From an optimization exercise on the open Yosys and OpenROAD flow, aimed at small area; shortcuts taken in it are not production practice. In this exercise RTL edits were held to simulation tests only and were not proved equivalent to the original. Power is estimated from default activity; no workload was simulated.

==> v6 <==
==> flow/design.v <==
module pid_fa (
  input  a ,
  input  b ,
  input  c ,
  output s ,
  output co
);
  assign s  = a ^ b ^ c;
  assign co = (a & b) | (a & c) | (b & c);
endmodule
module pid_control #(
  parameter SENSOR_ADDR = 16'hDEAD,
  parameter PWM_ADDR    = 16'hDEAD,
  parameter INIT_REFER  = 0       ,
  parameter PWM_WIDTH   = 16      ,
  parameter TEMP_WIDTH  = 16
) (
  input                         clk               ,
  input                         reset             ,
  output logic [TEMP_WIDTH-1:0] temp_address      ,
  output logic                  temp_read         ,
  input        [          31:0] temp_readdata     ,
  input                         temp_readdatavalid,
  input                         temp_waitrequest  ,
  output logic [ PWM_WIDTH-1:0] pwm_address       ,
  output logic                  pwm_write         ,
  output logic [          31:0] pwm_writedata     ,
  input                         pwm_waitrequest   ,
  input        [           1:0] csr_address       ,
  input                         csr_write         ,
  input        [          31:0] csr_writedata     ,
  input                         csr_read          ,
  output logic [          31:0] csr_readdata
);
  localparam logic [2:0] S_RESET = 3'b000,
                         S_IDLE  = 3'b001,
                         S_CALC  = 3'b011,
                         S_RPID  = 3'b010,
                         S_READ  = 3'b101,
                         S_WPID  = 3'b110;
  logic        [ 2:0] state;
  logic signed [15:0] readed_temp;
  logic signed [15:0] refer;
  logic        [15:0] rd_lo;
  logic               rd_hi;
  wire idle   = (state == S_IDLE);
  wire read   = (state == S_READ);
  wire calc   = (state == S_CALC);
  wire rpid   = (state == S_RPID);
  wire wpid   = (state == S_WPID) & ~pwm_write;
  wire finish = pwm_write;
  always_ff @(posedge clk or posedge reset)
    if (reset)
      begin
        refer <= INIT_REFER;
        rd_lo <= '0;
        rd_hi <= 1'b0;
      end
    else
      begin
        if (csr_write)
          begin
            if (csr_address == 2'h0)
              refer <= csr_writedata[15:0];
          end
        else if (csr_read)
          begin
            if (csr_address == 2'h0)
              begin
                rd_lo <= refer;
                rd_hi <= refer[7];
              end
            else if (csr_address == 2'h1)
              begin
                rd_lo <= readed_temp;
                rd_hi <= readed_temp[15];
              end
          end
        else
          begin
            rd_lo <= '0;
            rd_hi <= 1'b0;
          end
      end
  assign csr_readdata = {{16{rd_hi}}, rd_lo};
  always_ff @(posedge clk or posedge reset)
    if (reset)
      begin
        state       <= S_RESET;
        readed_temp <= '0;
        temp_read   <= 1'b0;
        pwm_write   <= 1'b0;
      end
    else
      begin
        temp_read <= idle;
        case (state)
          S_RESET : state <= S_IDLE;
          S_IDLE  : if (!temp_waitrequest) state <= S_READ;
          S_READ  :
            if (temp_readdatavalid)
              begin
                readed_temp <= temp_readdata[15:0];
                state       <= S_CALC;
              end
          S_CALC  : state <= S_RPID;
          S_RPID  : state <= S_WPID;
          default :
            if (!pwm_write)
              pwm_write <= 1'b1;
            else if (!pwm_waitrequest)
              begin
                pwm_write <= 1'b0;
                state     <= S_IDLE;
              end
        endcase
      end
  assign temp_address = temp_read ? SENSOR_ADDR : '0;
  assign pwm_address  = pwm_write ? PWM_ADDR : '0;
  logic signed [16:0] error;      
  logic        [25:0] acc;        
  logic        [11:0] pwm_val;    
  logic        [16:0] e_new;
  logic        [16:0] eb;
  logic        [17:0] addend;
  logic        [25:0] sum;
  logic        [25:0] acc_init;
  logic        [15:0] ctl;
  logic        [18:0] cy;
  logic        [25:18] ones;
  logic        [17:0] bc;
  wire init = rpid | (state == S_RESET);
  wire step = wpid | calc | (finish & ~pwm_waitrequest) |
              (idle & ~temp_waitrequest) | (read & temp_readdatavalid);
  wire dbl  = state[2];
  assign eb     = {~error[16], error[15:0]};
  assign addend = dbl ? {eb, 1'b0} : {1'b0, eb};
  assign cy[0] = wpid;
  for (genvar i = 0; i < 18; i++) begin : g_sum
    pid_fa u_fa (.a(acc[i]), .b(addend[i]), .c(cy[i]), .s(sum[i]), .co(cy[i+1]));
  end
  assign ones[18] = 1'b1;
  for (genvar i = 19; i < 26; i++) begin : g_ones
    assign ones[i] = ones[i-1] & acc[i-1];
  end
  for (genvar i = 18; i < 26; i++) begin : g_inc
    assign sum[i] = acc[i] ^ (cy[18] & ones[i]);
  end
  assign bc[0] = 1'b1;
  for (genvar i = 0; i < 17; i++) begin : g_sub
    localparam int J = (i < 16) ? i : 15;
    pid_fa u_fa (.a(refer[J]), .b(~readed_temp[J]), .c(bc[i]), .s(e_new[i]), .co(bc[i+1]));
  end
  assign acc_init = {~eb[16:7] + 10'd102, ~eb[6:0], 9'h1ff};
  assign ctl      = sum[15:0];
  always_ff @(posedge clk)
    if (init)
      error <= e_new;
  always_ff @(posedge clk)
    if (init)
      acc <= acc_init;
    else if (step)
      acc <= {2'b00, sum[25:2]};
  always_ff @(posedge clk)
    if (rpid)
      pwm_val <= ctl[15] ? 12'd0 : (|ctl[14:12]) ? 12'd4095 : ctl[11:0];
  assign pwm_writedata = {20'd0, pwm_val & {12{pwm_write}}};
endmodule
==> flow/run.sh <==
#!/bin/bash
# synth_recipe.tcl (not shown) runs the flow's synth.tcl, then flattens the netlist and writes it again
# the make line also repeats each setting of config.mk as NAME=value (left out here)
make -C /OpenROAD-flow-scripts/flow DESIGN_CONFIG=/design/flow/config.mk WORK_HOME=/design/flow/orfs CLKGATE_MAP_FILE= SYNTH_SCRIPT=/design/flow/synth_recipe.tcl finish
==> flow/config.mk <==
export PLATFORM = sky130hd
export DESIGN_NAME = pid_control
export DESIGN_NICKNAME = pid_control
export VERILOG_FILES = /design/flow/design.v
export SDC_FILE = /design/flow/constraint.sdc
export NUM_CORES = 4
export LEC_CHECK = 0
export CAP_MARGIN = 20
export CORE_MARGIN = 2
export CORE_UTILIZATION = 40
export CTS_BUF_LIST = sky130_fd_sc_hd__clkbuf_8
export SLEW_MARGIN = 20
export SYNTH_HIERARCHICAL = 1
==> flow/constraint.sdc <==
create_clock -name core_clock -period 8.0 [get_ports {clk}]
set_input_delay 1.6000 -clock core_clock [delete_from_list [all_inputs] [get_ports {clk}]]
set_output_delay 1.6000 -clock core_clock [all_outputs]
set_load 0.01 [all_outputs]
==> inputs of v20, as changes to v6 <==
--- a/flow/design.v
+++ b/flow/design.v
@@ -39,7 +39,8 @@
                          S_READ  = 3'b101,
                          S_WPID  = 3'b110;
   logic        [ 2:0] state;
-  logic signed [15:0] readed_temp;
+  logic        [15:0] temp_n;        
+  wire  signed [15:0] readed_temp = ~temp_n;
   logic signed [15:0] refer;
   logic        [15:0] rd_lo;
   logic               rd_hi;
@@ -87,7 +88,7 @@
     if (reset)
       begin
         state       <= S_RESET;
-        readed_temp <= '0;
+        temp_n      <= '1;
         temp_read   <= 1'b0;
         pwm_write   <= 1'b0;
       end
@@ -100,7 +101,7 @@
           S_READ  :
             if (temp_readdatavalid)
               begin
-                readed_temp <= temp_readdata[15:0];
+                temp_n      <= ~temp_readdata[15:0];
                 state       <= S_CALC;
               end
           S_CALC  : state <= S_RPID;
@@ -149,7 +150,7 @@
   assign bc[0] = 1'b1;
   for (genvar i = 0; i < 17; i++) begin : g_sub
     localparam int J = (i < 16) ? i : 15;
-    pid_fa u_fa (.a(refer[J]), .b(~readed_temp[J]), .c(bc[i]), .s(e_new[i]), .co(bc[i+1]));
+    pid_fa u_fa (.a(refer[J]), .b(temp_n[J]), .c(bc[i]), .s(e_new[i]), .co(bc[i+1]));
   end
   assign acc_init = {~eb[16:7] + 10'd102, ~eb[6:0], 9'h1ff};
   assign ctl      = sum[15:0];
@@ -160,7 +161,7 @@
     if (init)
       acc <= acc_init;
     else if (step)
-      acc <= {2'b00, sum[25:2]};
+      acc[23:0] <= sum[25:2];
   always_ff @(posedge clk)
     if (rpid)
       pwm_val <= ctl[15] ? 12'd0 : (|ctl[14:12]) ? 12'd4095 : ctl[11:0];
==> flow/flow/run.sh (new file) <==
#!/bin/bash
# Layout flow: the standard layout (standard.sh: ORFS synthesis through
# finish, unchanged), except that the buffers ORFS puts on the input and
# output ports are the smallest buffer cell, sky130_fd_sc_hd__buf_1.
# ORFS writes each step's full log under orfs/logs/; the output of
# standard.sh itself goes to standard.log.
set -euo pipefail
export BUFFER_PORTS_ARGS="-buffer_cell sky130_fd_sc_hd__buf_1"
bash standard.sh > standard.log 2>&1
==> flow/standard.sh (new file) <==
#!/bin/bash
# synth_recipe.tcl (not shown) runs the flow's synth.tcl, then flattens the netlist and writes it again
# the make line also repeats each setting of config.mk as NAME=value (left out here)
make -C /OpenROAD-flow-scripts/flow DESIGN_CONFIG=/design/flow/config.mk WORK_HOME=/design/flow/orfs CLKGATE_MAP_FILE= SYNTH_SCRIPT=/design/flow/synth_recipe.tcl "${@:-finish}"
Settings changed: CORE_UTILIZATION 40 to 60, PLACE_DENSITY set to 0.75.
removed: flow/run.sh
==> inputs of v1, as changes to v6 <==
==> flow/design.v, changed modules only <==
module pid (
  input                      clk    ,
  input                      reset  ,
  input  logic signed [15:0] refer  ,
  input  logic signed [15:0] data   ,
  input                      load   ,    
  input                      init   ,    
  input                      step   ,    
  input                      dbl    ,    
  input                      cin    ,    
  output logic        [11:0] pwm_val
);
  logic signed [16:0] error;      
  logic        [25:0] acc;
  logic        [16:0] eb;
  logic        [17:0] addend;
  logic        [25:0] sum;
  logic        [25:0] acc_init;
  logic        [15:0] ctl;
  assign eb       = {~error[16], error[15:0]};
  assign addend   = dbl ? {eb, 1'b0} : {1'b0, eb};
  logic        [18:0] cy;
  logic        [25:18] ones;
  logic        [16:0] e_new;
  logic        [17:0] bc;
  assign cy[0] = cin;
  for (genvar i = 0; i < 26; i++) begin : g_sum
    if (i < 18) begin : g_fa
      assign sum[i]  = acc[i] ^ addend[i] ^ cy[i];
      assign cy[i+1] = (acc[i] & addend[i]) | (acc[i] & cy[i]) | (addend[i] & cy[i]);
    end else begin : g_inc
      assign sum[i]  = acc[i] ^ (cy[18] & ones[i]);
    end
  end
  assign ones[18] = 1'b1;
  for (genvar i = 19; i < 26; i++) begin : g_ones
    assign ones[i] = ones[i-1] & acc[i-1];
  end
  assign bc[0] = 1'b1;
  for (genvar i = 0; i < 17; i++) begin : g_sub
    localparam int J = (i < 16) ? i : 15;
    assign e_new[i] = refer[J] ^ ~data[J] ^ bc[i];
    assign bc[i+1]  = (refer[J] & ~data[J]) | (refer[J] & bc[i]) | (~data[J] & bc[i]);
  end
  assign acc_init = {~eb[16:7] + 10'd102, ~eb[6:0], 9'h1ff};
  assign ctl      = sum[15:0];
  always_ff @(posedge clk)
    if (init)
      error <= e_new;
  always_ff @(posedge clk)
    if (init)
      acc <= acc_init;
    else if (step)
      acc <= {2'b00, sum[25:2]};
  always_ff @(posedge clk)
    if (load)
      pwm_val <= ctl[15] ? 12'd0 : (|ctl[14:12]) ? 12'd4095 : ctl[11:0];
endmodule
module pid_control #(
  parameter SENSOR_ADDR = 16'hDEAD,
  parameter PWM_ADDR    = 16'hDEAD,
  parameter INIT_REFER  = 0       ,
  parameter PWM_WIDTH   = 16      ,
  parameter TEMP_WIDTH  = 16
) (
  input                         clk               ,
  input                         reset             ,
  output logic [TEMP_WIDTH-1:0] temp_address      ,
  output logic                  temp_read         ,
  input        [          31:0] temp_readdata     ,
  input                         temp_readdatavalid,
  input                         temp_waitrequest  ,
  output logic [ PWM_WIDTH-1:0] pwm_address       ,
  output logic                  pwm_write         ,
  output logic [          31:0] pwm_writedata     ,
  input                         pwm_waitrequest   ,
  input        [           1:0] csr_address       ,
  input                         csr_write         ,
  input        [          31:0] csr_writedata     ,
  input                         csr_read          ,
  output logic [          31:0] csr_readdata
);
  localparam logic [2:0] S_RESET = 3'd0,
                         S_IDLE  = 3'd1,
                         S_READ  = 3'd2,
                         S_CALC  = 3'd3,
                         S_RPID  = 3'd4,
                         S_WPID  = 3'd5;
  logic        [ 2:0] state;
  logic signed [15:0] readed_temp;
  logic signed [15:0] refer;
  logic        [15:0] rd_lo;
  logic               rd_hi;
  logic        [11:0] pwm_val;
  wire idle = (state == S_IDLE) & ~pwm_write;
  wire rpid = (state == S_RPID);
  wire wpid = (state == S_WPID) & ~pwm_write;
  wire read = (state == S_READ);
  wire calc = (state == S_CALC);
  wire step = wpid | calc | (pwm_write & ~pwm_waitrequest) |
              (idle & ~temp_waitrequest) | (read & temp_readdatavalid);
  always_ff @(posedge clk or posedge reset)
    if (reset)
      begin
        refer <= INIT_REFER;
        rd_lo <= '0;
        rd_hi <= 1'b0;
      end
    else
      begin
        if (csr_write)
          begin
            if (csr_address == 2'h0)
              refer <= csr_writedata[15:0];
          end
        else if (csr_read)
          begin
            if (csr_address == 2'h0)
              begin
                rd_lo <= refer;
                rd_hi <= refer[7];
              end
            else if (csr_address == 2'h1)
              begin
                rd_lo <= readed_temp;
                rd_hi <= readed_temp[15];
              end
          end
        else
          begin
            rd_lo <= '0;
            rd_hi <= 1'b0;
          end
      end
  assign csr_readdata = {{16{rd_hi}}, rd_lo};
  always_ff @(posedge clk or posedge reset)
    if (reset)
      begin
        state       <= S_RESET;
        readed_temp <= '0;
        temp_read   <= 1'b0;
        pwm_write   <= 1'b0;
      end
    else
      begin
        temp_read <= idle;
        if (pwm_write)
          begin
            if (!pwm_waitrequest)
              pwm_write <= 1'b0;
          end
        else
          case (state)
            S_RESET : state <= S_IDLE;
            S_IDLE  : if (!temp_waitrequest) state <= S_READ;
            S_READ  :
              if (temp_readdatavalid)
                begin
                  readed_temp <= temp_readdata[15:0];
                  state       <= S_CALC;
                end
            S_CALC  : state <= S_RPID;
            S_RPID  : state <= S_WPID;
            default :
              begin
                pwm_write <= 1'b1;
                state     <= S_IDLE;
              end
          endcase
      end
  assign temp_address  = temp_read ? SENSOR_ADDR : '0;
  assign pwm_address   = pwm_write ? PWM_ADDR : '0;
  assign pwm_writedata = {20'd0, pwm_val & {12{pwm_write}}};
  pid pid_inst (
    .clk    (clk                       ),
    .reset  (reset                     ),
    .refer  (refer                     ),
    .data   (readed_temp               ),
    .load   (rpid                      ),
    .init   (rpid | (state == S_RESET) ),
    .step   (step                      ),
    .dbl    (wpid | pwm_write | read    ),
    .cin    (wpid                      ),
    .pwm_val(pwm_val                   )
  );
endmodule
// module pid_fa removed
Settings changed: CTS_BUF_LIST sky130_fd_sc_hd__clkbuf_8 to not set, SYNTH_HIERARCHICAL 1 to not set.
==> notes <==
Wire length: v20 < v6 < v1.
Synthesized cell count, highest first: v1, v6, v20.
In count of clock-buffer cells in the layout, v20 and v1 do not differ.
Against v20, the first-iteration DRC count of v1 is higher by about 20%.
Between v1 and v6, the lower clock power is in v6 (gap about 26%, measured against v6).
==> figures <==
	v1	v6	v20
Outcome	no timing/DRC/antenna violations	no timing/DRC/antenna violations	no timing/DRC/antenna violations
Xor and xnor area share after synthesis	1.96%	2.06%	2.09%
Hold EP	rd_lo[2]	rd_lo[5]	temp_n[7]
Pre-CTS setup slack	-0.0841 ns	0.0256 ns	0.138 ns
Combinational-cell power consumption	0.00193 W	0.00172 W	0.00145 W
Met2 wirelength from detailed routing	5870 µm	5300 µm	4910 µm
Worst rel slew slack	42.7%	28.2%	38.7%
Post-placement cell count	824	738	679
Global-route usage over all layers	15.2%	15.0%	20.3%
Global-route track usage on met3	4.09%	2.80%	4.95%
Starting DRC count in detailed routing	192	144	160

## static timing again, ports no longer ideal
How much do the figures lean on ideal ports? The routed layouts below were timed once more, with nothing changed but the port constraints.
Step 1 assumes that a clkbuf_16 drives the clock port and a buf_2 every other input.
Step 2 times the ports against the registers' clock, not the clock port: input delays grow and output delays shrink by t, the midpoint of the rising clock arrivals with the driver on.
Slacks: ideal / step 1 / step 2; pairs: ideal / step 1.
run | t, ns | setup WS [ns] | hold WS [ns] | cell pins on the clock port's net
v6 | 0.416 | 0.123 / 0.123 / 0.123 | 0.493 / 0.493 / 0.493 | 1
v20 | 0.395 | 0.248 / 0.248 / 0.248 | 0.503 / 0.503 / 0.503 | 1
v1 | 0.398 | 0.081 / 0.081 / 0.081 | 0.489 / 0.489 / 0.489 | 1
After both steps every run listed still meets setup and hold.
